Context: an optimization exercise on an open-source flow, tuned for small area, a short achievable clock period and few clock cycles per item. The choices shown serve that exercise and are no tape-out recipe.
At most, simulation tests tie the RTL to the original design; equivalence was not proved.
Only the layout flow was run in runs 1 and 2; the RTL was not checked for function there.
Power is estimated from default activity; no workload was simulated.

===== constraint.sdc =====
create_clock -name core_clock -period 7.0 [get_ports {HCLK}]
set_input_delay 1.4000 -clock core_clock [delete_from_list [all_inputs] [get_ports {HCLK}]]
set_output_delay 1.4000 -clock core_clock [all_outputs]
set_load 0.01 [all_outputs]

===== flow/run.sh =====
#!/bin/bash
# Standard layout, with every port buffered by the smallest buffer
# (timing repair resizes them where it needs to).
set -euo pipefail
export BUFFER_PORTS_ARGS="-buffer_cell sky130_fd_sc_hd__buf_1"
bash standard.sh synth > synth.log 2>&1
bash standard.sh > layout.log 2>&1

===== design.v =====
`timescale          1ns/1ps
`default_nettype    none
module MS_DMAC_AHBL (
    input   wire    HCLK,
    input   wire    HRESETn,
    output  wire    IRQ,
    input wire          HSEL,
    input wire [31:0]   HADDR,
    input wire [1:0]    HTRANS,
    input wire          HWRITE,
    input wire          HREADY,
    input wire [31:0]   HWDATA,
    input wire [2:0]    HSIZE,
    output wire         HREADYOUT,
    output wire [31:0]  HRDATA,
    output wire [31:0]  M_HADDR,
    output wire [1:0]   M_HTRANS,
    output wire [2:0] 	M_HSIZE,
    output wire         M_HWRITE,
    output wire [31:0]  M_HWDATA,
    input wire          M_HREADY,
    input wire [31:0]   M_HRDATA
);
    reg         we_ctrl, we_saddr, we_daddr, we_size, we_trig;
    wire [15:0] a = HADDR[15:0];
    wire        a_ctrl  = (a == 16'h00);
    wire        a_stat  = (a == 16'h04);
    wire        a_saddr = (a == 16'h08);
    wire        a_daddr = (a == 16'h0C);
    wire        a_size  = (a == 16'h10);
    wire        a_trig  = (a == 16'h14);
    wire        a_none  = ~(a_ctrl | a_stat | a_saddr | a_daddr | a_size | a_trig);
    wire        wr_ap   = HSEL & HWRITE & HTRANS[1];
    always @(posedge HCLK) begin
        if (HREADY) begin
            we_ctrl  <= wr_ap & a_ctrl;
            we_saddr <= wr_ap & a_saddr;
            we_daddr <= wr_ap & a_daddr;
            we_size  <= wr_ap & a_size;
            we_trig  <= wr_ap & a_trig;
        end
    end
    reg [31:0]  CTRL_REG;
    reg [31:0]  SADDR_REG;
    reg [31:0]  DADDR_REG;
    reg [15:0]  SIZE_REG;
    reg         TRIG_REG;
    reg         done_r;
    reg         irq_r;
    wire        done_set;
    wire [31:0] ctrl_nx  = we_ctrl  ? HWDATA        : CTRL_REG;
    wire [31:0] saddr_nx = we_saddr ? HWDATA        : SADDR_REG;
    wire [31:0] daddr_nx = we_daddr ? HWDATA        : DADDR_REG;
    wire [15:0] size_nx  = we_size  ? HWDATA[15:0]  : SIZE_REG;
    wire        trig_nx  = we_trig  ? HWDATA[0]     : (TRIG_REG & ~done_set);
    wire        done_nx  = we_trig  ? 1'b0          : (done_r | done_set);
    wire        irq_nx   = done_nx & ctrl_nx[0];
    always @(posedge HCLK or negedge HRESETn)
        if (~HRESETn) begin
            CTRL_REG  <= 32'h0;
            SADDR_REG <= 32'h0;
            DADDR_REG <= 32'h0;
            SIZE_REG  <= 16'h0;
            TRIG_REG  <= 1'b0;
            done_r    <= 1'b0;
            irq_r     <= 1'b0;
        end else begin
            CTRL_REG  <= ctrl_nx;
            SADDR_REG <= saddr_nx;
            DADDR_REG <= daddr_nx;
            SIZE_REG  <= size_nx;
            TRIG_REG  <= trig_nx;
            done_r    <= done_nx;
            irq_r     <= irq_nx;
        end
    assign IRQ = irq_r;
    reg [31:0]  rdata_r;
    always @(posedge HCLK)
        rdata_r <= ({32{a_ctrl}}  & ctrl_nx)
                 | ({32{a_stat}}  & {31'h0, irq_nx})
                 | ({32{a_saddr}} & saddr_nx)
                 | ({32{a_daddr}} & daddr_nx)
                 | ({32{a_size}}  & {16'h0, size_nx})
                 | ({32{a_trig}}  & {31'h0, trig_nx})
                 | ({32{a_none}}  & 32'hDEADBEEF);
    assign HRDATA    = rdata_r;
    assign HREADYOUT = 1'b1;
    reg         s_rd;        
    reg         s_wr;        
    reg         s_wl;        
    reg         s_fdp;       
    reg         htrans_r;
    reg         hwrite_r;
    reg [1:0]   hsize_r;
    reg [15:0]  rem;         
    reg         last;        
    reg [31:0]  cur;         
    reg [31:0]  alt;         
    wire idle  = ~(s_rd | s_wr | s_wl | s_fdp);
    wire rdy   = M_HREADY;
    wire start = idle & (we_trig ? HWDATA[0] : TRIG_REG) & ctrl_nx[0];
    wire n_rd  = rdy ? (start | s_wr)   : (s_rd | start);
    wire n_wr  = rdy ? (s_rd & ~last)   : s_wr;
    wire n_wl  = rdy ? (s_rd & last)    : s_wl;
    wire n_fdp = rdy ? s_wl             : s_fdp;
    assign done_set = s_fdp & rdy;
    always @(posedge HCLK or negedge HRESETn)
        if (~HRESETn) begin
            s_rd     <= 1'b0;
            s_wr     <= 1'b0;
            s_wl     <= 1'b0;
            s_fdp    <= 1'b0;
            htrans_r <= 1'b0;
            hwrite_r <= 1'b0;
        end else begin
            s_rd     <= n_rd;
            s_wr     <= n_wr;
            s_wl     <= n_wl;
            s_fdp    <= n_fdp;
            htrans_r <= n_rd | n_wr | n_wl;
            hwrite_r <= n_wr | n_wl;
        end
    wire        n_w   = n_wr | n_wl;
    wire [1:0]  n_typ = n_w ? ctrl_nx[25:24] : ctrl_nx[17:16];
    wire        n_ai  = n_w ? ctrl_nx[26]    : ctrl_nx[18];
    reg [3:0]   step;
    always @(posedge HCLK) begin
        hsize_r <= n_typ;
        step    <= n_ai ? (4'h1 << n_typ) : 4'h0;
    end
    wire swap = rdy & (s_rd | s_wr);
    wire [31:0] nxt = cur + {28'h0, step};
    always @(posedge HCLK) begin
        if (idle) begin
            rem  <= SIZE_REG;
            last <= (SIZE_REG == 16'h0);
            alt  <= DADDR_REG;
        end else begin
            if (rdy & s_rd) begin
                rem  <= rem - 16'h1;
                last <= (rem == 16'h1);
            end
            if (swap)
                alt <= nxt;
        end
    end
    always @(posedge HCLK or negedge HRESETn)
        if (~HRESETn)
            cur <= 32'h0;
        else if (idle)
            cur <= SADDR_REG;
        else if (swap)
            cur <= alt;
    reg         dp_r;
    reg [31:0]  wdata;
    always @(posedge HCLK)
        if (rdy)
            dp_r <= htrans_r & ~hwrite_r;
    always @(posedge HCLK)
        if (dp_r)
            wdata <= M_HRDATA;
    assign M_HADDR  = cur;
    assign M_HTRANS = {htrans_r, 1'b0};
    assign M_HWRITE = hwrite_r;
    assign M_HSIZE  = {1'b0, hsize_r};
    assign M_HWDATA = wdata;
endmodule

===== config.mk =====
export PLATFORM = sky130hd
export DESIGN_NAME = MS_DMAC_AHBL
export DESIGN_NICKNAME = MS_DMAC_AHBL
export VERILOG_FILES = /design/flow/design.v
export SDC_FILE = /design/flow/constraint.sdc
export NUM_CORES = 4
export LEC_CHECK = 0
export ABC_CLOCK_PERIOD_IN_PS = 2500
export CAP_MARGIN = 20
export CORE_MARGIN = 2
export CORE_UTILIZATION = 55
export CTS_CLUSTER_DIAMETER = 100
export CTS_CLUSTER_SIZE = 25
export SETUP_SLACK_MARGIN = 4.5
export SLEW_MARGIN = 20
export TNS_END_PERCENT = 100

===== standard.sh =====
#!/bin/bash
# synth_recipe.tcl (not shown) runs the flow's synth.tcl, then flattens the netlist and writes it again
# the make line also repeats each setting of config.mk as NAME=value (left out here)
make -C /OpenROAD-flow-scripts/flow DESIGN_CONFIG=/design/flow/config.mk WORK_HOME=/design/flow/orfs CLKGATE_MAP_FILE= SYNTH_SCRIPT=/design/flow/synth_recipe.tcl "${@:-finish}"

==> flow_summary.yaml, run 1 <==
clock_network:
  cts_tree: "yes"
  cts-htree-levels: 1
  cts_buffer_depth: 3
  root_buffer: "clkbuf_16"
  clk_latency_ns: 0.49
  cts_sinks: 278
  cts_buffers: 15
  clkTransAtPathRegs_ns: 0.10
job:
  maxCapViolCount: 0
drt:
  final_antenna_net_count: 0
  wl_per_cell_um: 21.5
  viasPerCell: 5.81
  drc: 0
  first_pass_iters: 5
  drtIter0Drc: 650
  drt_wl_total_um: 32800
  vias: 8871
floorplan:
  dieHeight_um: 152
  ios: 211
  die_w_um: 152
  dieArea_sq_um: 23000
  core_area_sq_um: 21200
  initial_utilization_pct: 56.4
  row_count: 53
final_layout:
  multiInputGateArea_sq_um: 4860
  area_growth_pct: 20.8
  regArea_sq_um: 7230
  fillers: 1622
  fin_area_sq_um: 14500
  n_antenna_cell: 0
  layout-drive-gt1-share_pct: 23.5
  final_cells: 1527
  num-nets-final: 1358
pwr:
  p_sw_share_pct: 38.5
  p_total_mw: 5.48
  leakage_nw: 5.61
  vdd_drop_max_mv: 0.563
  p_sw_mw: 2.11
  p_per_area_nw_per_um2: 379
  combPwrFrac_pct: 37.9
  power_report.internal_total_mw: 3.37
  clkPwrFrac_pct: 17.1
  p_seq_share_pct: 45.0
timing:
  setup_viol: 0
  slew_headroom_pct: 29.5
  finalHoldViolCount: 0
  fin_crit_ns: 2.68
  finClkSkew_ns: 0.0240
  rsz0062_at_grt: "true"
  finalSetupTns_ns: 0
  max_freq_mhz: 373
  final_max_slew_viol_count: 0
  tightest_slew_ns: 1.06
  post-route-period-util_pct: 38.3
global_route:
  grt_pass1_vias: 8392
  antenna_found_initial: 0
  grt_pass1_wl_um: 47800
  grtUsageTotal_pct: 27.5
  grt_max_degree: 102
  grt_overflow: 0
logic_synthesis:
  yosys.area.top_type_share_pct: 32.0
  synth.distinct_cells: 65
  synth_edf_count: 87
  netlist_instances: 1019
  ys_async_sr_fraction_pct: 55.0
  yosysTopAreaCell: "dfrtp_1"
  yosys-top-cells-count: "nand2_1, dfrtp_1, mux2_2"
  yosysMostFrequentCell: "nand2_1"
  ys_seq_area_share_pct: 60.1
  synth_ff_type: "dfrtp_1"
  ys_warn_count: 1
  synth_area_per_cell_sq_um: 11.8
  ys_ff_latch: 278
  synthTopCellsByArea: "dfrtp_1, edfxtp_1, mux2_2"
  syn_area_sq_um: 12000
critical_path:
  path_cells: "buf_8 -> or4_4 -> a21oi_4 -> buf_6 -> buf_12 -> nand4_4 -> buf_6 -> a221oi_2 -> o211ai_1"
  cpPeakStageDelay_ns: 0.56
  critPathKind: "input pin to flip-flop"
  required_ns: 7.37
  crit_buf_inv: 4
  cpMostUsedCell: "buf_6"
  critPathArrivalTime_ns: 3.05
  crit_slowest_cell: "or4_4"
  path_max_fanout: 4
  start_kind: "input pin"
  cp_top_family: "simple AND/OR/NAND/NOR gates"
  worstSetupEndpointType: "flip-flop"
place:
  placed_area_sq_um: 12900
  dpl.hpwl_um: 19800
  place_congestion: 0.807
  io_buffers: 187
  dpl.cell_count: 1436
hold_path:
  hp-class: "flip-flop to flip-flop"
run_status:
  outcome: "finished clean"
==> path summary, 6_finish.rpt <==
path | start | to | slack [ns] | cells past startpoint
min reg2reg | done_r | done_r | 0.51 | 2
max in group asynchronous | HRESETn | cur[22] | 4.90 | 2
max | HADDR[12] | rdata_r[9] | 4.32 | 9
max reg2reg | cur[0] | alt[30] | 4.51 | 8
min in group asynchronous | HRESETn | CTRL_REG[12] | 0.85 | 1
min | done_r | done_r | 0.51 | 2
==> registers in the layout, summed over array words and instances, names as in the netlist, 2 cells and up <==
signal / cells
rem: 16
alt: 32
wdata: 32
SADDR_REG: 32
SIZE_REG: 16
DADDR_REG: 32
cur: 32
hsize_r: 2
step: 4
CTRL_REG: 32
rdata_r: 32
==> through the flow <==
stage	worst slack [ns]	hold slack [ns]	utilization, %
after floorplan	4.15	0.457	-
after global placement	3.01	0.480	60.8
after detailed placement	2.95	0.485	60.8
after CTS	4.22	0.512	66.5
after global routing	4.27	0.528	68.2
final	4.32	0.513	68.2
==> metal layers <==
metal / share of wire (%) / track usage [%]
met1: 45 / 40.9
met2: 46 / 42.8
met3: 7.4 / 5.24
met4: 1.5 / 5.05
met5: 0 / 0
==> worst min-delay path, stage by stage, from the launching register on <==
cell     delay (ns)
dfrtp_1        0.33
a21oi_1        0.06
nor2_1         0.09
==> power groups by stage <==
stage	combinational, mW	clock, mW	sequential, mW
2_1_floorplan	1.14	0	2.53
3_3_place_gp	1.60	0	2.55
3_5_place_dp	1.63	0	2.57
4_1_cts	1.88	0.957	2.47
5_1_grt	2.28	1.01	2.51
6_report	2.08	0.938	2.47
==> cells by family (layout without fill, tap and decap cells) <==
| kind of cell | count (synthesis) | in the layout | synth area share (%) |
|---|---|---|---|
| and+or+nand+nor | 333 | 338 | 13.2 |
| DFF | 278 | 278 | 60.1 |
| muxes | 113 | 113 | 10.4 |
| AOI/OAI and AO/OA | 160 | 160 | 9.28 |
| buffers and inverters | 85 | 312 | 3.09 |
| xor gates and xnor gates | 41 | 41 | 3.00 |
| adders and majority gates | 7 | 7 | 0.794 |
| other | 2 | 3 | 0.0627 |
==> area by class of cell <==
cell class | instances | share of cell area [%]
clock buffers | 24 | 2.83
clock inverters | 1 | 0.208
inverters | 28 | 0.727
multi-input cells | 662 | 33.6
flip-flops and latches | 278 | 50.0
well taps | 275 | 2.38
repair buffers | 259 | 10.3
==> cell usage in the layout (no fill, tap or decap), drive strengths merged, types with 7 or more instances in the layout <==
cell / netlist / final
o211ai: 12 / 12
nand2: 171 / 174
edfxtp: 87 / 87
dfxtp: 38 / 38
and3: 8 / 8
a31oi: 37 / 37
o21ai: 42 / 42
nand4: 15 / 16
a21oi: 19 / 19
nor4: 17 / 17
nand3: 12 / 12
mux2i: 17 / 17
xor2: 16 / 16
mux2: 96 / 96
xnor2: 25 / 25
nor3: 16 / 16
dfrtp: 153 / 153
a221oi: 23 / 23
nor2b: 7 / 7
clkbuf: 26 / 30
buf: 31 / 253
inv: 28 / 28
nor2: 61 / 62
==> repair_timing <==
item                                    in CTS  in global routing
resized for setup                           83                 47
setup buffers                               44                 16
gates cloned                                 3                  3
endpoints found under the setup margin     155                128
pin swaps                                   28                 21
hold buffers                                 0                  0
==> run 2: changes to the inputs <==
--- a/config.mk
+++ b/config.mk
@@ -12,5 +12,5 @@
 export CTS_CLUSTER_DIAMETER = 100
 export CTS_CLUSTER_SIZE = 25
-export SETUP_SLACK_MARGIN = 4.5
+export SETUP_SLACK_MARGIN = 4.55
 export SLEW_MARGIN = 20
 export TNS_END_PERCENT = 100
==> run 2 against run 1 <==
Sequential share of layout area down 0.31 points. Highest routed layer unchanged. Combinational power is 5% higher. Non-clock buffer count unchanged. Largest cell class unchanged. Maximum frequency increased by 1.3%. First-iteration DRC count is 3.1% lower. Synthesized area unchanged. Synthesized cell count stayed put. Still clean. Design area grew 0.63%. Clock skew increased by 0.0036 ns. Via count shrank 0.92%. Sequential power hardly changed.
==> flow_summary.yaml, run 2 <==
run_status:
  outcome: "finished clean"
logic_synthesis:
  ys_ff_latch: 278
  synth_edf_count: 87
  synth-xor-area-share_pct: 3.00
  yosysMostFrequentCell: "nand2_1"
  synth_compound_area_share_pct: 9.28
  netlist_instances: 1019
  synth-simple-area-share_pct: 13.2
  yosys-top-cells-count: "nand2_1, dfrtp_1, mux2_2"
  synth_ff_type: "dfrtp_1"
  synth_area_per_cell_sq_um: 11.8
  yosysTopAreaCell: "dfrtp_1"
  synthAdderAreaFrac_pct: 0.794
  synth_top_family_by_area: "simple AND/OR/NAND/NOR gates"
  ys_seq_area_share_pct: 60.1
  synthTopCellsByArea: "dfrtp_1, edfxtp_1, mux2_2"
  ys_warn_count: 1
  syn_area_sq_um: 12000
  synth.distinct_cells: 65
  synth.area.mux_share_pct: 10.4
  yosys.area.top_type_share_pct: 32.0
  ys_async_sr_fraction_pct: 55.0
final_layout:
  num-nets-final: 1356
  area_growth_pct: 21.5
  n_antenna_cell: 0
  layout-drive-gt1-share_pct: 25.6
  fin_area_sq_um: 14600
  final_common_cell: "nand2_1"
  layout_common_cells: "nand2_1, buf_1, dfrtp_1"
pwr:
  p_per_area_nw_per_um2: 384
  power_report.internal_total_mw: 3.50
  leakage_nw: 5.71
  p_sw_mw: 2.10
  vdd_drop_max_mv: 0.802
  combPwrFrac_pct: 39.1
  p_seq_share_pct: 44.2
  p_sw_share_pct: 37.5
  clkPwrFrac_pct: 16.7
floorplan:
  dieHeight_um: 152
  dieArea_sq_um: 23000
  core_area_sq_um: 21200
  initial_utilization_pct: 56.4
  ios: 211
  die_w_um: 152
  row_count: 53
hold_path:
  hp-class: "flip-flop to flip-flop"
  holdPathStages: 2
  whs_endpoint: "cur[0]"
  hp-start: "alt[0]"
global_route:
  grt_pass1_vias: 8230
  antenna_found_initial: 0
  grt_overflow: 0
  grt_pass1_wl_um: 47300
  grtUsageTotal_pct: 27.0
  grt_max_degree: 102
clock_network:
  clk_latency_ns: 0.49
  cts_sinks: 278
  cts-htree-levels: 1
  cts_buffer_depth: 3
  cts_buffers: 15
  clkTransAtPathRegs_ns: 0.10
  cts_hold_buf: 0
  root_buffer: "clkbuf_16"
  cts_tree: "yes"
critical_path:
  r2r_start: "cur[11]"
  path_max_fanout: 7
  crit_start: "HADDR[14]"
  critPathArrivalTime_ns: 3.01
  reg2regPathDepth: 7
  required_ns: 7.37
  r2r-end: "alt[25]"
  start_kind: "input pin"
  worstSetupEndpointType: "flip-flop"
  critPathKind: "input pin to flip-flop"
  regToRegSetupSlack_ns: 4.57
timing:
  rsz0062_at_grt: "true"
  fin_crit_ns: 2.64
  final_max_slew_viol_count: 0
  finClkSkew_ns: 0.0276
  max_freq_mhz: 378
  finalHoldViolCount: 0
  slew_headroom_pct: 30.1
  setup_viol: 0
  finalSetupTns_ns: 0
  tightest_slew_ns: 1.05
  post-route-period-util_pct: 37.7
drt:
  viasPerCell: 5.76
  drtIter0Drc: 630
  drc: 0
  vias: 8789
  final_antenna_net_count: 0
  wl_per_cell_um: 21.0
  drt_wl_total_um: 32100
  first_pass_iters: 5
job:
  maxCapViolCount: 0
place:
  place_congestion: 0.822
  placed_area_sq_um: 12900
  io_buffers: 187
  dpl.hpwl_um: 19700
run 2: per-layer routing:
layer  vias to the layer above  routed length, um  track usage [%]
met5                         -                  0                0
met4                         0                395             4.54
met3                        35               2220             3.71
li1                       4103                  -                -
met1                      4330              14900             42.5
met2                       321              14600             40.9
run 2: final cells by class:
class	count	area, sq um
Tap cell	275	344
Fill cell	1628	6660
Clock buffer	24	409
Clock inverter	1	30.0
Timing Repair Buffer	259	1610
Multi-Input combinational cell	660	4830
Sequential cell	278	7230
Inverter	28	105
run 2: worst max-delay path, stage by stage:
cell      delay (ns)
buf_8           0.09
or4_4           0.55
a21oi_4         0.20
buf_12          0.14
nand4_4         0.14
buf_12          0.20
a221oi_4        0.17
o211ai_1        0.11
run 2: logic make-up (layout without fill, tap and decap cells):
logic type                 after synthesis  in the layout
AOI/OAI and AO/OA                      160            161
xor gates and xnor gates                41             41
adders and majority gates                7              7
buffers and inverters                   85            312
DFF                                    278            278
muxes                                  113            113
other                                    2              3
and+or+nand+nor                        333            335
run 2: per-stage QoR:
stage          hold slack, ns  setup slack (ns)  std cells  util, %  power (mW)
5_1_grt                 0.507              4.31       1525     68.6        5.93
3_3_place_gp            0.480              3.01       1437     60.8        4.16
3_5_place_dp            0.485              2.96       1437     60.8        4.21
2_1_floorplan           0.457              4.15       1020        -        3.67
4_1_cts                 0.511              4.40       1507     66.5        5.39
6_report                0.502              4.36       1525     68.6        5.60
run 2: power by group through the flow:
stage	logic (mW)	registers, mW	clock network (mW)
after floorplan	1.14	2.53	0
after global placement	1.60	2.55	0
after detailed placement	1.64	2.57	0
after CTS	1.97	2.46	0.964
after global routing	2.39	2.51	1.02
final	2.19	2.47	0.937
run 2: worst max path at each step:
stage                  end  slack (ns)  depth (start not counted)
2_1_floorplan  rdata_r[23]        4.15                          6
3_3_place_gp    rdata_r[2]        3.01                          6
3_5_place_dp    rdata_r[1]        2.96                          6
4_1_cts        rdata_r[10]        4.40                          8
5_1_grt        rdata_r[10]        4.31                          8
6_report       rdata_r[10]        4.36                          8
run 2: repair_timing:
action,in CTS,in global routing
endpoints found under the hold margin,0,0
gates resized for setup,105,82
setup buffers,43,15
cloned,2,3
setup endpoints to repair,158,158
pin swaps,20,12
==> run 3: changes to the inputs <==
--- a/design.v
+++ b/design.v
@@ -25,10 +25,8 @@
     wire [15:0] a = HADDR[15:0];
     wire        a_ctrl  = (a == 16'h00);
-    wire        a_stat  = (a == 16'h04);
     wire        a_saddr = (a == 16'h08);
     wire        a_daddr = (a == 16'h0C);
     wire        a_size  = (a == 16'h10);
     wire        a_trig  = (a == 16'h14);
-    wire        a_none  = ~(a_ctrl | a_stat | a_saddr | a_daddr | a_size | a_trig);
     wire        wr_ap   = HSEL & HWRITE & HTRANS[1];
     always @(posedge HCLK) begin
@@ -76,12 +74,19 @@
     assign IRQ = irq_r;
     reg [31:0]  rdata_r;
+    reg [31:0]  rsel;
+    wire        a_ok = (a[15:5] == 11'h0) & (a[1:0] == 2'h0);
+    always @* begin
+        case (a[4:2])
+            3'd0:    rsel = ctrl_nx;
+            3'd1:    rsel = {31'h0, irq_nx};
+            3'd2:    rsel = saddr_nx;
+            3'd3:    rsel = daddr_nx;
+            3'd4:    rsel = {16'h0, size_nx};
+            3'd5:    rsel = {31'h0, trig_nx};
+            default: rsel = 32'hDEADBEEF;
+        endcase
+    end
     always @(posedge HCLK)
-        rdata_r <= ({32{a_ctrl}}  & ctrl_nx)
-                 | ({32{a_stat}}  & {31'h0, irq_nx})
-                 | ({32{a_saddr}} & saddr_nx)
-                 | ({32{a_daddr}} & daddr_nx)
-                 | ({32{a_size}}  & {16'h0, size_nx})
-                 | ({32{a_trig}}  & {31'h0, trig_nx})
-                 | ({32{a_none}}  & 32'hDEADBEEF);
+        rdata_r <= a_ok ? rsel : 32'hDEADBEEF;
     assign HRDATA    = rdata_r;
     assign HREADYOUT = 1'b1;
==> run 3 against run 2 <==
Still clean on timing, DRC and antenna. Power up 0.35%. Core utilization down 3.0 points. Sequential cell count unchanged. Clock skew up 0.00071 ns. Sequential share of layout area up 2.7 points. Count of clock-buffer cells in the layout unchanged. Maximum frequency up 6.0%. Wire length down 4.9%. Non-clock buffer count down 13. Via count down 3.4%. First-iteration DRC count up 4.0%. Critical path type is now flip-flop to output port. Largest cell class unchanged.
==> flow_summary.yaml, run 3 <==
run_status:
  outcome: "finished clean"
critical_path:
  crit_start: "cur[31]"
  critPathKind: "flip-flop to output port"
  worstSetupEndpointType: "output port"
  crit_buf_inv: 1
  cpPeakStageDelay_ns: 0.46
  path_max_fanout: 2
  regToRegSetupSlack_ns: 4.60
  r2r_start: "we_daddr"
  critPathArrivalTime_ns: 1.09
  crit_slowest_cell: "dfrtp_2"
  reg2regPathDepth: 4
  path_cells: "buf_6"
  cp-endpoint: "M_HADDR[31]"
  cp.depth: 1
  start_kind: "flip-flop"
  required_ns: 5.60
  r2r-end: "rdata_r[12]"
  cp_top_family: "flip-flops"
global_route:
  antenna_found_initial: 0
  grt_max_degree: 107
  grt_pass1_vias: 8170
  grt_pass1_wl_um: 46800
  grt_overflow: 0
  grtUsageTotal_pct: 27.3
floorplan:
  dieArea_sq_um: 22600
  dieHeight_um: 150
  ios: 211
  row_count: 53
  initial_utilization_pct: 56.0
  core_area_sq_um: 21000
  die_w_um: 150
job:
  maxCapViolCount: 0
final_layout:
  final_common_cell: "buf_1"
  num-nets-final: 1309
  area_growth_pct: 17.3
  layout-drive-gt1-share_pct: 22.9
  fillers: 1718
  n_antenna_cell: 0
  layout_common_cells: "buf_1, nand2_1, dfrtp_1"
  fin_area_sq_um: 13800
place:
  dpl.hpwl_um: 19200
  io_buffers: 187
  place_congestion: 0.822
  placed_area_sq_um: 12700
timing:
  final_max_slew_viol_count: 0
  setup_viol: 0
  finalSetupTns_ns: 0
  timing.hold.ws_ns: 0.497
  finClkSkew_ns: 0.0283
  slew_headroom_pct: 27.3
  rsz0062_at_grt: "true"
  post-route-period-util_pct: 35.6
  fin_crit_ns: 2.49
  finalHoldViolCount: 0
  max_freq_mhz: 401
  tightest_slew_ns: 1.09
clock_network:
  cts_buffer_depth: 3
  cts_tree: "yes"
  root_buffer: "clkbuf_16"
  clkTransAtPathRegs_ns: 0.10
  cts_buffers: 15
  cts-htree-levels: 1
  cts_hold_buf: 0
  clk_latency_ns: 0.50
  cts_sinks: 278
pwr:
  leakage_nw: 5.25
  vdd_drop_max_mv: 0.644
  p_per_area_nw_per_um2: 407
drt:
  drt_wl_total_um: 30500
  first_pass_iters: 5
  viasPerCell: 5.75
  drtIter0Drc: 655
  final_antenna_net_count: 0
  vias: 8492
  drc: 0
  wl_per_cell_um: 20.7
logic_synthesis:
  ys_ff_latch: 278
  synth_ff_type: "dfrtp_1"
  yosys.area.top_type_share_pct: 32.5
  syn_area_sq_um: 11800
  ys_seq_area_share_pct: 61.2
  ys_async_sr_fraction_pct: 55.0
  yosys-top-cells-count: "dfrtp_1, nand2_1, mux2_2"
  netlist_instances: 991
  synthTopCellsByArea: "dfrtp_1, edfxtp_1, mux2_2"
  yosysTopAreaCell: "dfrtp_1"
  ys_warn_count: 1
  synth.distinct_cells: 53
  synth_edf_count: 87
  synth_area_per_cell_sq_um: 11.9
  yosysMostFrequentCell: "dfrtp_1"
hold_path:
  hp-class: "flip-flop to flip-flop"
## run 3: cells by family (layout without fill, tap and decap cells)
group	count (synthesis)	in the layout	share of synthesized area (%)
and+or+nand+nor	314	315	12.5
DFF	278	278	61.2
AOI/OAI and AO/OA	159	160	8.47
muxes	115	115	11.0
buffers and inverters	76	285	2.98
xor gates and xnor gates	40	40	2.98
adders and majority gates	7	7	0.808
other	2	3	0.0638
## run 3: worst min path at each step
stage / from / end / cells after the start
2_1_floorplan: last / s_wr / 1
5_1_grt: CTRL_REG[20] / CTRL_REG[20] / 1
3_3_place_gp: last / s_wr / 1
3_5_place_dp: last / s_wr / 1
6_report: we_trig / done_r / 1
4_1_cts: last / s_wr / 1
## run 3: cell type report
class	instances	area (sq um)	area share, %
inverters	14	52.6	0.381
multi-input cells	640	4370	31.7
clock buffers	24	409	2.96
repair buffers	246	1370	9.91
flip-flops and latches	278	7230	52.4
well taps	275	344	2.49
clock inverters	1	30.0	0.218
## run 3: routing by layer
metal / global-route usage (%) / vias up / wire [um]
met1: 43.3 / 4192 / 14600
met2: 39.8 / 319 / 13000
li1: - / 3952 / -
met3: 5.12 / 29 / 2420
met5: 0 / - / 0
met4: 4.67 / 0 / 487
## run 3: per-stage QoR
step / instances / setup WS [ns] / power [mW] / util (%)
after floorplan: 992 / 4.56 / 3.76 / -
after global placement: 1405 / 3.75 / 4.26 / 60.3
after detailed placement: 1405 / 3.69 / 4.32 / 60.3
after CTS: 1469 / 4.51 / 5.55 / 64.7
after global routing: 1478 / 4.47 / 5.96 / 65.6
final: 1478 / 4.51 / 5.62 / 65.6
## run 3: worst register-to-register path: cells and delay by family, from the launching register on
family                 cells  cell delay, ns
buffers and inverters      1            0.44
DFF                        1            0.98
and+or+nand+nor            1            0.14
AOI/OAI and AO/OA          1            0.32
muxes                      1            0.40
## run 3: power by group
part	total (mW)	switching [mW]	leakage, nW	internal [mW]
logic	2.20	1.36	2.10	0.836
registers	2.48	0.242	2.94	2.23
clock network	0.941	0.526	0.207	0.415
total	5.62	2.13	5.25	3.49
## run 3: timing repair
item	CTS	global route
resized for setup	72	43
gates cloned	2	0
setup endpoints to repair	157	177
pin swaps	3	3
buffers inserted	37	9
Testbench counts of run 3, summed over its fixed seeds: cycles 100,747, items 25,289.
==> run 4: changes to the inputs <==
--- a/config.mk
+++ b/config.mk
@@ -9,8 +9,8 @@
 export CAP_MARGIN = 20
 export CORE_MARGIN = 2
-export CORE_UTILIZATION = 55
+export CORE_UTILIZATION = 65
 export CTS_CLUSTER_DIAMETER = 100
 export CTS_CLUSTER_SIZE = 25
-export SETUP_SLACK_MARGIN = 4.55
+export SETUP_SLACK_MARGIN = 4.5
 export SLEW_MARGIN = 20
 export TNS_END_PERCENT = 100
==> run 4 against run 3 <==
Synthesized cell count did not move. Critical endpoint is now alt[20]. Clock power shrank 0.9%. Still clean. Design area decreased by 2.4%. Worst hold slack worse by 0.013 ns. Core utilization is 9.9 points higher. Highest routed layer unchanged.
==> flow_summary.yaml, run 4 <==
critical_path:
  crit_start: "cur[0]"
  required_ns: 7.20
  regToRegSetupSlack_ns: 4.48
  r2r-end: "alt[20]"
  critPathKind: "flip-flop to flip-flop"
  r2r_start: "cur[0]"
  critPathArrivalTime_ns: 2.72
  worstSetupEndpointType: "flip-flop"
  reg2regPathDepth: 8
  start_kind: "flip-flop"
  path_max_fanout: 8
  cp-endpoint: "alt[20]"
timing:
  setup_viol: 0
  finClkSkew_ns: 0.0290
  finalHoldViolCount: 0
  fin_ws_ns: 4.48
  slew_headroom_pct: 27.2
  final_max_slew_viol_count: 0
  finalSetupTns_ns: 0
  timing.hold.ws_ns: 0.484
  rsz0062_at_grt: "true"
  max_freq_mhz: 397
  fin_crit_ns: 2.52
  post-route-period-util_pct: 36.0
  tightest_slew_ns: 1.09
logic_synthesis:
  synth.distinct_cells: 53
  ys_ff_latch: 278
  synth_area_per_cell_sq_um: 11.9
  ys_seq_area_share_pct: 61.2
  synth_ff_type: "dfrtp_1"
  ys_async_sr_fraction_pct: 55.0
  syn_area_sq_um: 11800
  yosys-top-cells-count: "dfrtp_1, nand2_1, mux2_2"
  synth_edf_count: 87
  ys_warn_count: 1
  yosysTopAreaCell: "dfrtp_1"
  synthTopCellsByArea: "dfrtp_1, edfxtp_1, mux2_2"
  yosys.area.top_type_share_pct: 32.5
  netlist_instances: 991
  yosysMostFrequentCell: "dfrtp_1"
final_layout:
  num-nets-final: 1298
  layout_common_cells: "buf_1, nand2_1, dfrtp_1"
  fin_area_sq_um: 13500
  area_growth_pct: 14.5
  fillers: 1255
  final_cells: 1421
  layout-drive-gt1-share_pct: 19.2
  final_common_cell: "buf_1"
  final_core_util_pct: 75.5
  n_antenna_cell: 0
pwr:
  p_total_mw: 5.55
  p_per_area_nw_per_um2: 412
  vdd_drop_max_mv: 0.652
  leakage_nw: 5.09
floorplan:
  ios: 211
  dieArea_sq_um: 19200
  dieHeight_um: 139
  row_count: 49
  core_area_sq_um: 17800
  initial_utilization_pct: 66.0
  die_w_um: 139
global_route:
  grt_pass1_wl_um: 47600
  grtUsageTotal_pct: 31.4
  grt_pass1_vias: 8457
  grt_overflow: 0
  antenna_found_initial: 0
  grt_max_degree: 107
clock_network:
  cts_buffer_depth: 3
  root_buffer: "clkbuf_16"
  cts_tree: "yes"
  cts-htree-levels: 1
  cts_hold_buf: 0
  cts_sinks: 278
  clk_latency_ns: 0.49
  cts_buffers: 15
  clkTransAtPathRegs_ns: 0.10
drt:
  drc: 0
  final_antenna_net_count: 0
  wl_per_cell_um: 21.3
  first_pass_iters: 5
  viasPerCell: 6.13
  drt_wl_total_um: 30300
  vias: 8712
  drtIter0Drc: 906
place:
  dpl.hpwl_um: 19200
  place_congestion: 0.862
  dpl.cell_count: 1361
  io_buffers: 187
  placed_area_sq_um: 12600
  dp_slack_ns: 3.70
job:
  maxCapViolCount: 0
hold_path:
  hp-class: "flip-flop to flip-flop"
run_status:
  outcome: "finished clean"
run 4: cells by family (layout without fill, tap and decap cells):
| group | count (synthesis) | count (layout) | share of synthesized area (%) |
|---|---|---|---|
| adders and majority gates | 7 | 7 | 0.808 |
| and+or+nand+nor | 314 | 316 | 12.5 |
| buffers and inverters | 76 | 274 | 2.98 |
| muxes | 115 | 115 | 11.0 |
| AOI/OAI and AO/OA | 159 | 159 | 8.47 |
| other | 2 | 3 | 0.0638 |
| xor gates and xnor gates | 40 | 40 | 2.98 |
| DFF | 278 | 278 | 61.2 |
run 4: layer usage:
| metal | routed length [um] | up-vias | track usage [%] |
|---|---|---|---|
| li1 | - | 3938 | - |
| met1 | 13000 | 4291 | 48.1 |
| met2 | 13600 | 450 | 47.3 |
| met3 | 3290 | 33 | 7.63 |
| met4 | 421 | 0 | 5.10 |
| met5 | 0 | - | 0 |
run 4: where the power goes:
part	total (mW)	switching [mW]	internal, mW
Combinational	2.13	1.38	0.746
Sequential	2.48	0.249	2.23
Clock	0.933	0.518	0.415
run 4: worst min path at each step:
stage	startpoint	end	cells after the start
3_3_place_gp	last	s_wr	1
5_1_grt	CTRL_REG[15]	CTRL_REG[15]	1
6_report	last	s_wr	1
4_1_cts	last	s_wr	1
3_5_place_dp	last	s_wr	1
2_1_floorplan	last	s_wr	1
run 4: final cells by class:
cell class	count	area [sq um]	share of cell area, %
clock buffer	24	409	3.04
clock inverter	1	30.0	0.223
inverter	14	52.6	0.390
multi-input combinational	640	4320	32.0
sequential	278	7220	53.6
tap	229	287	2.13
timing repair buffer	235	1150	8.56
run 4: worst max-delay path: stages (launching register included):
cell     delay, ns
dfrtp_1       0.41
ha_1          0.23
fa_1          0.42
a21o_1        0.19
a21oi_1       0.18
buf_6         0.16
nor4_1        0.07
xnor2_1       0.43
o21ai_0       0.14
run 4: repair_timing:
action                                  in CTS  in global routing
gates resized for setup                     36                 19
hold endpoints to repair                     0                  0
buffers inserted                            25                  8
cloned                                       2                  0
pin swaps                                    3                  1
endpoints found under the setup margin     116                 63
==> run 5: changes to the inputs <==
--- a/config.mk
+++ b/config.mk
@@ -9,8 +9,8 @@
 export CAP_MARGIN = 20
 export CORE_MARGIN = 2
-export CORE_UTILIZATION = 65
+export CORE_UTILIZATION = 60
 export CTS_CLUSTER_DIAMETER = 100
 export CTS_CLUSTER_SIZE = 25
-export SETUP_SLACK_MARGIN = 4.5
+export SETUP_SLACK_MARGIN = 4.52
 export SLEW_MARGIN = 20
 export TNS_END_PERCENT = 100
==> run 5 against run 4 <==
Via count shrank 1.3%. Power grew 0.76%. Sequential power about the same. Global-route usage shrank 2.3 points. Critical path type is now flip-flop to output port. Largest power group unchanged. Highest routed layer unchanged.
==> flow_summary.yaml, run 5 <==
global_route:
  grt_pass1_wl_um: 45800
  grt_util_met2_pct: 41.9
  grtUsageTotal_pct: 29.1
  grt_overflow: 0
  grt_max_degree: 83
  antenna_found_initial: 0
  grt_pass1_vias: 8127
  use_met3_pct: 7.35
  grt_util_met1_pct: 45.0
  busiest_layer: "met1"
drt:
  drtIter0Drc: 776
  vias: 8596
  wl_per_cell_um: 20.6
  viasPerCell: 5.86
  drc: 0
  final_antenna_net_count: 0
  first_pass_iters: 5
  drt_wl_total_um: 30200
critical_path:
  worstSetupEndpointType: "output port"
  regToRegSetupSlack_ns: 4.59
  crit_start: "cur[20]"
  cp-endpoint: "M_HADDR[20]"
  critPathKind: "flip-flop to output port"
  start_kind: "flip-flop"
  cp_top_family: "flip-flops"
  cpPeakStageDelay_ns: 0.47
  crit_buf_inv: 1
  path_cells: "buf_6"
  crit_slowest_cell: "dfrtp_2"
  r2r-end: "alt[20]"
  path_max_fanout: 3
  r2r_start: "cur[0]"
  reg2regPathDepth: 8
  cp.depth: 1
  critPathArrivalTime_ns: 1.09
  required_ns: 5.60
run_status:
  outcome: "finished clean"
clock_network:
  clk_latency_ns: 0.49
  clkTransAtPathRegs_ns: 0.09
  cts-htree-levels: 1
  cts_hold_buf: 0
  cts_buffers: 15
  cts_tree: "yes"
  cts_buffer_depth: 3
  cts_sinks: 278
  root_buffer: "clkbuf_16"
job:
  maxCapViolCount: 0
final_layout:
  layout-drive-gt1-share_pct: 21.1
  final_common_cell: "buf_1"
  fillers: 1475
  layout_common_cells: "buf_1, nand2_1, dfrtp_1"
  num-nets-final: 1307
  n_antenna_cell: 0
  final_cells: 1466
  area_growth_pct: 16.3
  fin_area_sq_um: 13700
place:
  io_buffers: 187
  placed_area_sq_um: 12700
  place_congestion: 0.841
  dpl.hpwl_um: 18800
  dpl.cell_count: 1395
logic_synthesis:
  ys_warn_count: 1
  yosys.area.top_type_share_pct: 32.5
  yosysMostFrequentCell: "dfrtp_1"
  synth.distinct_cells: 53
  syn_area_sq_um: 11800
  ys_seq_area_share_pct: 61.2
  ys_ff_latch: 278
  netlist_instances: 991
  yosysTopAreaCell: "dfrtp_1"
  synth_area_per_cell_sq_um: 11.9
  synth_edf_count: 87
  synthTopCellsByArea: "dfrtp_1, edfxtp_1, mux2_2"
  ys_async_sr_fraction_pct: 55.0
  yosys-top-cells-count: "dfrtp_1, nand2_1, mux2_2"
  synth_ff_type: "dfrtp_1"
timing:
  final_max_slew_viol_count: 0
  tightest_slew_ns: 0.851
  setup_viol: 0
  rsz0062_at_grt: "true"
  finClkSkew_ns: 0.0295
  max_freq_mhz: 401
  post-route-period-util_pct: 35.6
  finalHoldViolCount: 0
  slew_headroom_pct: 43.3
  fin_crit_ns: 2.49
  finalSetupTns_ns: 0
floorplan:
  dieHeight_um: 144
  row_count: 51
  initial_utilization_pct: 60.9
  dieArea_sq_um: 20700
  ios: 211
  core_area_sq_um: 19300
  die_w_um: 144
pwr:
  p_per_area_nw_per_um2: 408
  vdd_drop_max_mv: 0.494
  leakage_nw: 5.17
hold_path:
  hp-class: "flip-flop to flip-flop"
## run 5: worst min-delay path by stage
stage | start | end | cells past startpoint
after floorplan | last | s_wr | 1
after global placement | last | s_wr | 1
after detailed placement | last | s_wr | 1
after CTS | last | s_wr | 1
after global routing | CTRL_REG[29] | CTRL_REG[29] | 1
final | last | s_wr | 1
## run 5: timing repair
action | in CTS | in global routing
pin swaps | 5 | 5
buffers inserted | 35 | 7
endpoints found under the setup margin | 168 | 124
gates resized for setup | 55 | 30
cloned | 3 | 1
## run 5: area by class of cell
type,count,area [sq um],area share (%)
timing repair buffer,243,1260,9.24
tap,265,332,2.42
clock inverter,1,30.0,0.219
sequential,278,7230,52.8
clock buffer,24,409,2.99
inverter,14,52.6,0.384
multi-input combinational,641,4380,32.0
## run 5: cell families (layout without fill, tap and decap cells)
group           count (synthesis)  in the layout  synth area share (%)
flops                         278            278                  61.2
other cells                     2              3                0.0638
mux                           115            115                  11.0
fa+ha+maj                       7              7                 0.808
compound gates                159            160                  8.47
simple gates                  314            316                  12.5
buf+inv                        76            282                  2.98
xor+xnor                       40             40                  2.98
## run 5: per-layer routing
metal / up-vias / part of all wire, %
met5: - / 0
met4: 0 / 1.7
met3: 40 / 9.7
met2: 372 / 43
met1: 4228 / 46
li1: 3956 / -
## run 5: per-stage QoR
| stage | hold slack [ns] | worst slack [ns] | power (mW) | util (%) |
|---|---|---|---|---|
| 6_report | 0.493 | 4.51 | 5.59 | 70.8 |
| 5_1_grt | 0.518 | 4.47 | 5.92 | 70.8 |
| 4_1_cts | 0.486 | 4.48 | 5.49 | 70.0 |
| 3_5_place_dp | 0.484 | 3.64 | 4.30 | 65.5 |
| 3_3_place_gp | 0.471 | 3.64 | 4.24 | 65.5 |
| 2_1_floorplan | 0.437 | 4.48 | 3.76 | - |
## run 5: report_power, final
| part | internal [mW] | switching (mW) |
|---|---|---|
| Clock | 0.415 | 0.518 |
| Combinational | 0.804 | 1.37 |
| Sequential | 2.23 | 0.244 |
| Total | 3.45 | 2.13 |
==> run 6: changes to the inputs <==
--- a/config.mk
+++ b/config.mk
@@ -9,8 +9,9 @@
 export CAP_MARGIN = 20
 export CORE_MARGIN = 2
-export CORE_UTILIZATION = 60
+export CORE_UTILIZATION = 55
 export CTS_CLUSTER_DIAMETER = 100
 export CTS_CLUSTER_SIZE = 25
-export SETUP_SLACK_MARGIN = 4.52
+export GPL_ROUTABILITY_DRIVEN = 0
+export SETUP_SLACK_MARGIN = 4.5
 export SLEW_MARGIN = 20
 export TNS_END_PERCENT = 100
==> run 6 against run 5 <==
Synthesized cell count stayed put. Core utilization fell by 5.9 points. First-iteration DRC count is 24% lower. Combinational power hardly changed. Maximum frequency decreased by 1.0%. Worst hold slack gained 0.010 ns. Power shrank 0.33%. Wire length is 2.7% higher. Critical path type unchanged. Largest power group unchanged.
==> flow_summary.yaml, run 6 <==
global_route:
  grtUsageTotal_pct: 27.7
  grt_pass1_wl_um: 47700
  antenna_found_initial: 0
  grt_pass1_vias: 8137
  grt_overflow: 0
  grt_max_degree: 82
drt:
  drt_wl_total_um: 31000
  first_pass_iters: 5
  final_antenna_net_count: 0
  drc: 0
  viasPerCell: 5.76
  vias: 8488
  wl_per_cell_um: 21.0
  drtIter0Drc: 592
floorplan:
  ios: 211
  dieArea_sq_um: 22600
  initial_utilization_pct: 56.0
  core_area_sq_um: 21000
  die_w_um: 150
  row_count: 53
  dieHeight_um: 150
logic_synthesis:
  synthTopCellsByArea: "dfrtp_1, edfxtp_1, mux2_2"
  ys_async_sr_fraction_pct: 55.0
  synth_edf_count: 87
  synth_area_per_cell_sq_um: 11.9
  yosys-top-cells-count: "dfrtp_1, nand2_1, mux2_2"
  ys_ff_latch: 278
  yosysMostFrequentCell: "dfrtp_1"
  ys_seq_area_share_pct: 61.2
  netlist_instances: 991
  syn_area_sq_um: 11800
  yosys.area.top_type_share_pct: 32.5
  synth_ff_type: "dfrtp_1"
  ys_warn_count: 1
  synth.distinct_cells: 53
  yosysTopAreaCell: "dfrtp_1"
final_layout:
  num-nets-final: 1305
  fin_area_sq_um: 13600
  fillers: 1710
  n_antenna_cell: 0
  final_common_cell: "buf_1"
  final_cells: 1474
  layout_common_cells: "buf_1, nand2_1, dfrtp_1"
  layout-drive-gt1-share_pct: 20.4
  area_growth_pct: 15.9
clock_network:
  cts_sinks: 278
  cts_buffer_depth: 3
  cts-htree-levels: 1
  cts_tree: "yes"
  cts_buffers: 15
  root_buffer: "clkbuf_16"
  clk_latency_ns: 0.50
  clkTransAtPathRegs_ns: 0.10
critical_path:
  path_max_fanout: 2
  start_kind: "flip-flop"
  path_cells: "buf_6"
  critPathKind: "flip-flop to output port"
  cpPeakStageDelay_ns: 0.48
  cp_top_family: "flip-flops"
  required_ns: 5.60
  crit_buf_inv: 1
  worstSetupEndpointType: "output port"
  crit_slowest_cell: "dfrtp_2"
  critPathArrivalTime_ns: 1.12
timing:
  tightest_slew_ns: 0.954
  slew_headroom_pct: 36.4
  max_freq_mhz: 397
  fin_crit_ns: 2.52
  setup_viol: 0
  finalSetupTns_ns: 0
  rsz0062_at_grt: "true"
  final_max_slew_viol_count: 0
  post-route-period-util_pct: 36.0
  finClkSkew_ns: 0.0457
  finalHoldViolCount: 0
pwr:
  vdd_drop_max_mv: 0.373
  leakage_nw: 5.14
  p_per_area_nw_per_um2: 408
place:
  dpl.cell_count: 1406
  io_buffers: 187
  placed_area_sq_um: 12700
  dpl.hpwl_um: 19600
run_status:
  outcome: "finished clean"
hold_path:
  hp-class: "flip-flop to flip-flop"
job:
  maxCapViolCount: 0
==> run 6: area by class of cell <==
class | count | area, sq um | share of cell area, %
sequential | 278 | 7230 | 53.0
multi-input combinational | 640 | 4350 | 31.9
timing repair buffer | 242 | 1230 | 9.03
clock buffer | 24 | 409 | 3.00
tap | 275 | 344 | 2.52
inverter | 14 | 52.6 | 0.385
clock inverter | 1 | 30.0 | 0.220
==> run 6: repair_timing <==
action                                  CTS  global route
endpoints found under the setup margin  152            42
pin swaps                                 2             3
hold buffers                              0             0
buffers inserted                         38             3
resized for setup                        41            33
hold endpoints to repair                  0             0
gates cloned                              2             0
==> run 6: path summary, 6_finish.rpt <==
kind	from	to	slack (ns)	cells after the start
max	cur[20]	M_HADDR[20]	4.48	1
max in group asynchronous	HRESETn	cur[5]	4.88	2
min in group asynchronous	HRESETn	SADDR_REG[18]	0.81	1
min reg2reg	CTRL_REG[29]	CTRL_REG[29]	0.50	1
max reg2reg	cur[0]	alt[20]	4.56	8
min	CTRL_REG[29]	CTRL_REG[29]	0.50	1
==> run 6: per-stage QoR <==
step                util, %  power (mW)  setup slack (ns)  hold WS (ns)
floorplan                 -        3.76              4.48         0.437
global placement       60.3        4.26              3.76         0.474
detailed placement     60.3        4.32              3.76         0.468
CTS                    64.4        5.51              4.45         0.506
global route           64.9        5.93              4.44         0.514
finish                 64.9        5.57              4.48         0.503
==> run 6: report_power, final <==
group | switching, mW | internal [mW] | leakage (nW)
clock | 0.527 | 0.416 | 0.207
combinational | 1.37 | 0.783 | 1.99
sequential | 0.242 | 2.23 | 2.94
total | 2.14 | 3.43 | 5.14
==> run 6: kinds of logic after synthesis <==
kind of cell               share of synthesized area, %
xor gates and xnor gates                           2.98
DFF                                                61.2
buffers and inverters                              2.98
and+or+nand+nor                                    12.5
other                                            0.0638
adders and majority gates                         0.808
muxes                                              11.0
AOI/OAI and AO/OA                                  8.47
==> run 6: routing by layer <==
layer	wire, um	global-route usage (%)
met5	0	0
met1	14700	43.5
met3	2600	5.97
met2	13400	40.3
met4	316	4.76
==> run 7: changes to the inputs <==
--- a/config.mk
+++ b/config.mk
@@ -12,5 +12,4 @@
 export CTS_CLUSTER_DIAMETER = 100
 export CTS_CLUSTER_SIZE = 25
-export GPL_ROUTABILITY_DRIVEN = 0
 export SETUP_SLACK_MARGIN = 4.5
 export SLEW_MARGIN = 20
==> run 7 against run 6 <==
Sequential power about the same. Synthesized area unchanged. Critical endpoint unchanged. Largest cell class unchanged. Critical path type unchanged. Global-route usage unchanged. Highest routed layer unchanged.
==> flow_summary.yaml, run 7 <==
run_status:
  outcome: "finished clean"
critical_path:
  critPathArrivalTime_ns: 1.12
  crit_buf_inv: 1
  crit_slowest_cell: "dfrtp_2"
  critPathKind: "flip-flop to output port"
  cp.depth: 1
  path_max_fanout: 2
  worstSetupEndpointType: "output port"
  start_kind: "flip-flop"
  cp_top_family: "flip-flops"
  required_ns: 5.60
  reg2regPathDepth: 8
  cpPeakStageDelay_ns: 0.48
  path_cells: "buf_6"
logic_synthesis:
  synth.distinct_cells: 53
  yosys.area.top_type_share_pct: 32.5
  ys_warn_count: 1
  ys_ff_latch: 278
  yosysMostFrequentCell: "dfrtp_1"
  syn_area_sq_um: 11800
  synthTopCellsByArea: "dfrtp_1, edfxtp_1, mux2_2"
  synth_edf_count: 87
  ys_seq_area_share_pct: 61.2
  synth_ff_type: "dfrtp_1"
  synth_area_per_cell_sq_um: 11.9
  ys_async_sr_fraction_pct: 55.0
  yosys-top-cells-count: "dfrtp_1, nand2_1, mux2_2"
  netlist_instances: 991
  yosysTopAreaCell: "dfrtp_1"
clock_network:
  root_buffer: "clkbuf_16"
  cts-htree-levels: 1
  clk_latency_ns: 0.50
  cts_buffer_depth: 3
  clkTransAtPathRegs_ns: 0.10
  cts_tree: "yes"
  cts_buffers: 15
  cts_sinks: 278
timing:
  final_max_slew_viol_count: 0
  finalHoldViolCount: 0
  finalSetupTns_ns: 0
  tightest_slew_ns: 0.954
  fin_ws_ns: 4.48
  post-route-period-util_pct: 36.0
  rsz0062_at_grt: "true"
  max_freq_mhz: 397
  setup_viol: 0
  fin_crit_ns: 2.52
  slew_headroom_pct: 36.4
  finClkSkew_ns: 0.0457
  timing.hold.ws_ns: 0.503
final_layout:
  layout_common_cells: "buf_1, nand2_1, dfrtp_1"
  fin_area_sq_um: 13600
  layout-drive-gt1-share_pct: 20.4
  n_antenna_cell: 0
  num-nets-final: 1305
  area_growth_pct: 15.9
  final_cells: 1474
  final_common_cell: "buf_1"
drt:
  final_antenna_net_count: 0
  drtIter0Drc: 592
  drt_wl_total_um: 31000
  vias: 8488
  wl_per_cell_um: 21.0
  first_pass_iters: 5
  drc: 0
  viasPerCell: 5.76
global_route:
  grtUsageTotal_pct: 27.7
  grt_pass1_wl_um: 47700
  antenna_found_initial: 0
  grt_pass1_vias: 8137
  grt_overflow: 0
  grt_max_degree: 82
job:
  maxCapViolCount: 0
floorplan:
  row_count: 53
  die_w_um: 150
  dieHeight_um: 150
  ios: 211
  initial_utilization_pct: 56.0
  dieArea_sq_um: 22600
  core_area_sq_um: 21000
hold_path:
  holdPathStages: 1
  hp-class: "flip-flop to flip-flop"
place:
  dp_slack_ns: 3.76
  place_congestion: 0.780
  dpl.cell_count: 1406
  placed_area_sq_um: 12700
  io_buffers: 187
  dpl.hpwl_um: 19600
pwr:
  vdd_drop_max_mv: 0.373
  p_per_area_nw_per_um2: 408
  leakage_nw: 5.14
==> run 7: cell counts after synthesis <==
Identical to the previous run, type by type.
==> run 7: cell type report <==
class	count	area, sq um
multi-input combinational	640	4350
clock inverter	1	30.0
timing repair buffer	242	1230
fill	1710	7380
clock buffer	24	409
tap	275	344
sequential	278	7230
inverter	14	52.6
==> run 7: repair_timing <==
item / 4_1_cts / 5_1_grt
gates cloned: 2 / 0
hold buffers: 0 / 0
pin swaps: 2 / 3
resized for setup: 41 / 33
setup buffers: 38 / 3
endpoints found under the setup margin: 152 / 42
endpoints found under the hold margin: 0 / 0
==> run 7: path summary, 6_finish.rpt <==
kind                            endpoint          from  slack, ns
min in group asynchronous  SADDR_REG[18]       HRESETn       0.81
max in group asynchronous         cur[5]       HRESETn       4.88
setup reg to reg                 alt[20]        cur[0]       4.56
setup / recovery             M_HADDR[20]       cur[20]       4.48
hold reg to reg             CTRL_REG[29]  CTRL_REG[29]       0.50
hold / removal              CTRL_REG[29]  CTRL_REG[29]       0.50
==> run 7: metal layers <==
metal | vias to the layer above | share of wire (%) | global-route usage [%]
li1 | 3947 | - | -
met1 | 4211 | 47 | 43.5
met2 | 304 | 43 | 40.3
met3 | 26 | 8.4 | 5.97
met4 | 0 | 1.0 | 4.76
met5 | - | 0 | 0
==> run 7: power breakdown <==
| group | internal, mW | switching, mW |
|---|---|---|
| sequential | 2.23 | 0.242 |
| combinational | 0.783 | 1.37 |
| clock | 0.416 | 0.527 |
==> run 7: metrics by stage <==
| stage | util, % | power, mW |
|---|---|---|
| after floorplan | - | 3.76 |
| after global placement | 60.3 | 4.26 |
| after detailed placement | 60.3 | 4.32 |
| after CTS | 64.4 | 5.51 |
| after global routing | 64.9 | 5.93 |
| final | 64.9 | 5.57 |
==> run 7: cell families after synthesis <==
| family | count (synthesis) | share of synthesized area [%] |
|---|---|---|
| AO/OA/AOI/OAI | 159 | 8.47 |
| XOR/XNOR | 40 | 2.98 |
| flip-flops | 278 | 61.2 |
| other | 2 | 0.0638 |
| multiplexers | 115 | 11.0 |
| adder cells (fa/ha/maj) | 7 | 0.808 |
| buffers and inverters | 76 | 2.98 |
| AND/OR/NAND/NOR | 314 | 12.5 |
==> run 8: changes to the inputs <==
--- a/config.mk
+++ b/config.mk
@@ -10,6 +10,6 @@
 export CORE_MARGIN = 2
 export CORE_UTILIZATION = 55
-export CTS_CLUSTER_DIAMETER = 100
-export CTS_CLUSTER_SIZE = 25
+export CTS_CLUSTER_DIAMETER = 80
+export CTS_CLUSTER_SIZE = 20
 export SETUP_SLACK_MARGIN = 4.5
 export SLEW_MARGIN = 20
==> run 8 against run 7 <==
Wire length rose by 2.0%. Setup slack got worse by 0.027 ns. First-iteration DRC count rose by 16%. Critical path depth rose by 2. Maximum frequency fell by 1.1%. Sequential cell count did not move. Combinational power barely moved. Synthesized cell count did not move. Power rose by 1.3%. Largest power group unchanged.
==> flow_summary.yaml, run 8 <==
timing:
  slew_headroom_pct: 39.8
  finClkSkew_ns: 0.0275
  post-route-period-util_pct: 36.4
  finalSetupTns_ns: 0
  timing.hold.ws_ns: 0.473
  rsz0062_at_grt: "true"
  finalHoldViolCount: 0
  final_max_slew_viol_count: 0
  tightest_slew_ns: 0.903
  setup_viol: 0
  max_freq_mhz: 393
  fin_crit_ns: 2.55
clock_network:
  cts_tree: "yes"
  cts_hold_buf: 0
  clkTransAtPathRegs_ns: 0.08
  cts_buffer_depth: 3
  clk_latency_ns: 0.51
  cts_buffers: 17
  cts-htree-levels: 1
  cts_sinks: 278
  root_buffer: "clkbuf_16"
logic_synthesis:
  ys_ff_latch: 278
  ys_seq_area_share_pct: 61.2
  synthTopCellsByArea: "dfrtp_1, edfxtp_1, mux2_2"
  synth_area_per_cell_sq_um: 11.9
  ys_async_sr_fraction_pct: 55.0
  syn_area_sq_um: 11800
  yosysMostFrequentCell: "dfrtp_1"
  synth.distinct_cells: 53
  synth_ff_type: "dfrtp_1"
  synth_edf_count: 87
  yosysTopAreaCell: "dfrtp_1"
  ys_warn_count: 1
  yosys-top-cells-count: "dfrtp_1, nand2_1, mux2_2"
  yosys.area.top_type_share_pct: 32.5
  netlist_instances: 991
final_layout:
  num-nets-final: 1309
  area_growth_pct: 16.2
  fin_area_sq_um: 13700
  n_antenna_cell: 0
  layout_common_cells: "buf_1, nand2_1, dfrtp_1"
  layout-drive-gt1-share_pct: 20.6
  final_common_cell: "buf_1"
drt:
  final_antenna_net_count: 0
  drt_wl_total_um: 31600
  wl_per_cell_um: 21.4
  drc: 0
  vias: 8600
  first_pass_iters: 5
  drtIter0Drc: 686
  viasPerCell: 5.81
global_route:
  grt_pass1_wl_um: 47200
  grtUsageTotal_pct: 27.3
  antenna_found_initial: 0
  grt_overflow: 0
  grt_pass1_vias: 8058
  grt_max_degree: 97
floorplan:
  core_area_sq_um: 21000
  die_w_um: 150
  initial_utilization_pct: 56.0
  dieHeight_um: 150
  dieArea_sq_um: 22600
  row_count: 53
  ios: 211
place:
  place_congestion: 0.780
  placed_area_sq_um: 12700
  dpl.hpwl_um: 19600
  io_buffers: 187
critical_path:
  critPathArrivalTime_ns: 2.69
  critPathKind: "flip-flop to flip-flop"
  start_kind: "flip-flop"
  required_ns: 7.15
  path_max_fanout: 58
  worstSetupEndpointType: "flip-flop"
hold_path:
  hp-class: "flip-flop to flip-flop"
pwr:
  p_per_area_nw_per_um2: 413
  leakage_nw: 5.15
  vdd_drop_max_mv: 0.284
job:
  maxCapViolCount: 0
run_status:
  outcome: "finished clean"
==> run 8: cell counts after synthesis <==
No cell type changed its count.
==> run 8: logic make-up after synthesis <==
kind of cell | count (synthesis) | synth area share (%)
flops | 278 | 61.2
other cells | 2 | 0.0638
xor+xnor | 40 | 2.98
fa+ha+maj | 7 | 0.808
compound gates | 159 | 8.47
buf+inv | 76 | 2.98
simple gates | 314 | 12.5
mux | 115 | 11.0
==> run 8: report_power, final <==
| part | switching [mW] | internal (mW) |
|---|---|---|
| registers | 0.239 | 2.23 |
| clock network | 0.531 | 0.464 |
| logic | 1.40 | 0.770 |
==> run 8: worst max-delay path, cell delays in order (launching register included) <==
cell and delay [ns]:
dfrtp_1 0.46, or4_2 0.87, buf_4 0.43, nand2_2 0.43
==> run 8: per-layer routing <==
metal,vias up,share of wire (%),global-route usage [%]
met2,333,44,39.9
li1,3971,-,-
met3,34,8.1,5.27
met4,0,1.4,4.34
met1,4262,47,43.3
met5,-,0,0
==> run 8: worst paths after layout <==
path                       depth (start not counted)  slack (ns)  startpoint             to
setup reg to reg                                   3        4.45        s_wr         rem[4]
hold / removal                                     1        0.47        last           s_wr
hold reg to reg                                    1        0.47        last           s_wr
min in group asynchronous                          1        0.82     HRESETn  SADDR_REG[18]
setup / recovery                                   3        4.45        s_wr         rem[4]
max in group asynchronous                          2        4.90     HRESETn         cur[5]
==> run 8: metrics by stage <==
step	setup slack, ns	std cells	util [%]	power, mW
after global routing	4.34	1481	65.0	6.00
after global placement	3.76	1406	60.3	4.26
after detailed placement	3.76	1406	60.3	4.32
final	4.45	1481	65.0	5.64
after floorplan	4.48	992	-	3.76
after CTS	4.46	1473	64.3	5.51
==> run 8: repair_timing <==
item / CTS / global route
resized for setup: 37 / 29
buffers inserted: 36 / 5
cloned: 1 / 3
endpoints found under the setup margin: 155 / 114
pin swaps: 1 / 7
==> run 8: area by class of cell <==
type | count | area (sq um)
Sequential cell | 278 | 7230
Multi-Input combinational cell | 642 | 4350
Inverter | 14 | 52.6
Clock buffer | 29 | 470
Fill cell | 1708 | 7350
Tap cell | 275 | 344
Timing Repair Buffer | 242 | 1220
Clock inverter | 1 | 8.76

## what the ideal ports hide
The results above use ideal ports. As a check the final layouts listed here were re-extracted and re-timed, cells and wires unchanged. Step 1 sets driving cells, clkbuf_16 on the clock port and buf_2 on the other inputs (assumed; they add their load-dependent delay and slew). Step 2 moves the port delays by t, midway between the first and last clock arrival at a register: inputs arrive t later, outputs are due t later. That takes back most of the time a late clock gives input paths. Three values: no drivers, after step 1, after step 2; two values: the first two.
| run | t, ns | slack for setup (ns) | worst hold slack (ns) | worst register clock-pin slew, ns | pins driven straight from the clock port |
|---|---|---|---|---|---|
| run 1 | 0.524 | 4.322 / 4.324 / 3.800 | 0.513 / 0.513 / 0.513 | 0.10 / 0.10 | 1 |
| run 2 | 0.530 | 4.358 / 4.369 / 3.839 | 0.502 / 0.502 / 0.502 | 0.10 / 0.10 | 1 |
| run 3 | 0.530 | 4.507 / 4.460 / 4.114 | 0.497 / 0.497 / 0.497 | 0.11 / 0.11 | 1 |
| run 4 | 0.519 | 4.483 / 4.457 / 4.091 | 0.484 / 0.484 / 0.484 | 0.10 / 0.10 | 1 |
| run 5 | 0.523 | 4.506 / 4.463 / 4.121 | 0.493 / 0.493 / 0.493 | 0.11 / 0.11 | 1 |
| run 6 | 0.528 | 4.480 / 4.433 / 4.092 | 0.503 / 0.503 / 0.503 | 0.11 / 0.11 | 1 |
| run 7 | 0.528 | 4.480 / 4.433 / 4.092 | 0.503 / 0.503 / 0.503 | 0.11 / 0.11 | 1 |
| run 8 | 0.542 | 4.453 / 4.440 / 4.079 | 0.473 / 0.473 / 0.473 | 0.09 / 0.09 | 1 |
After both steps every run listed still meets setup and hold. The setup slack of run 1, which loses most, moves by +0.002 ns with the drivers and by -0.522 ns with both steps.
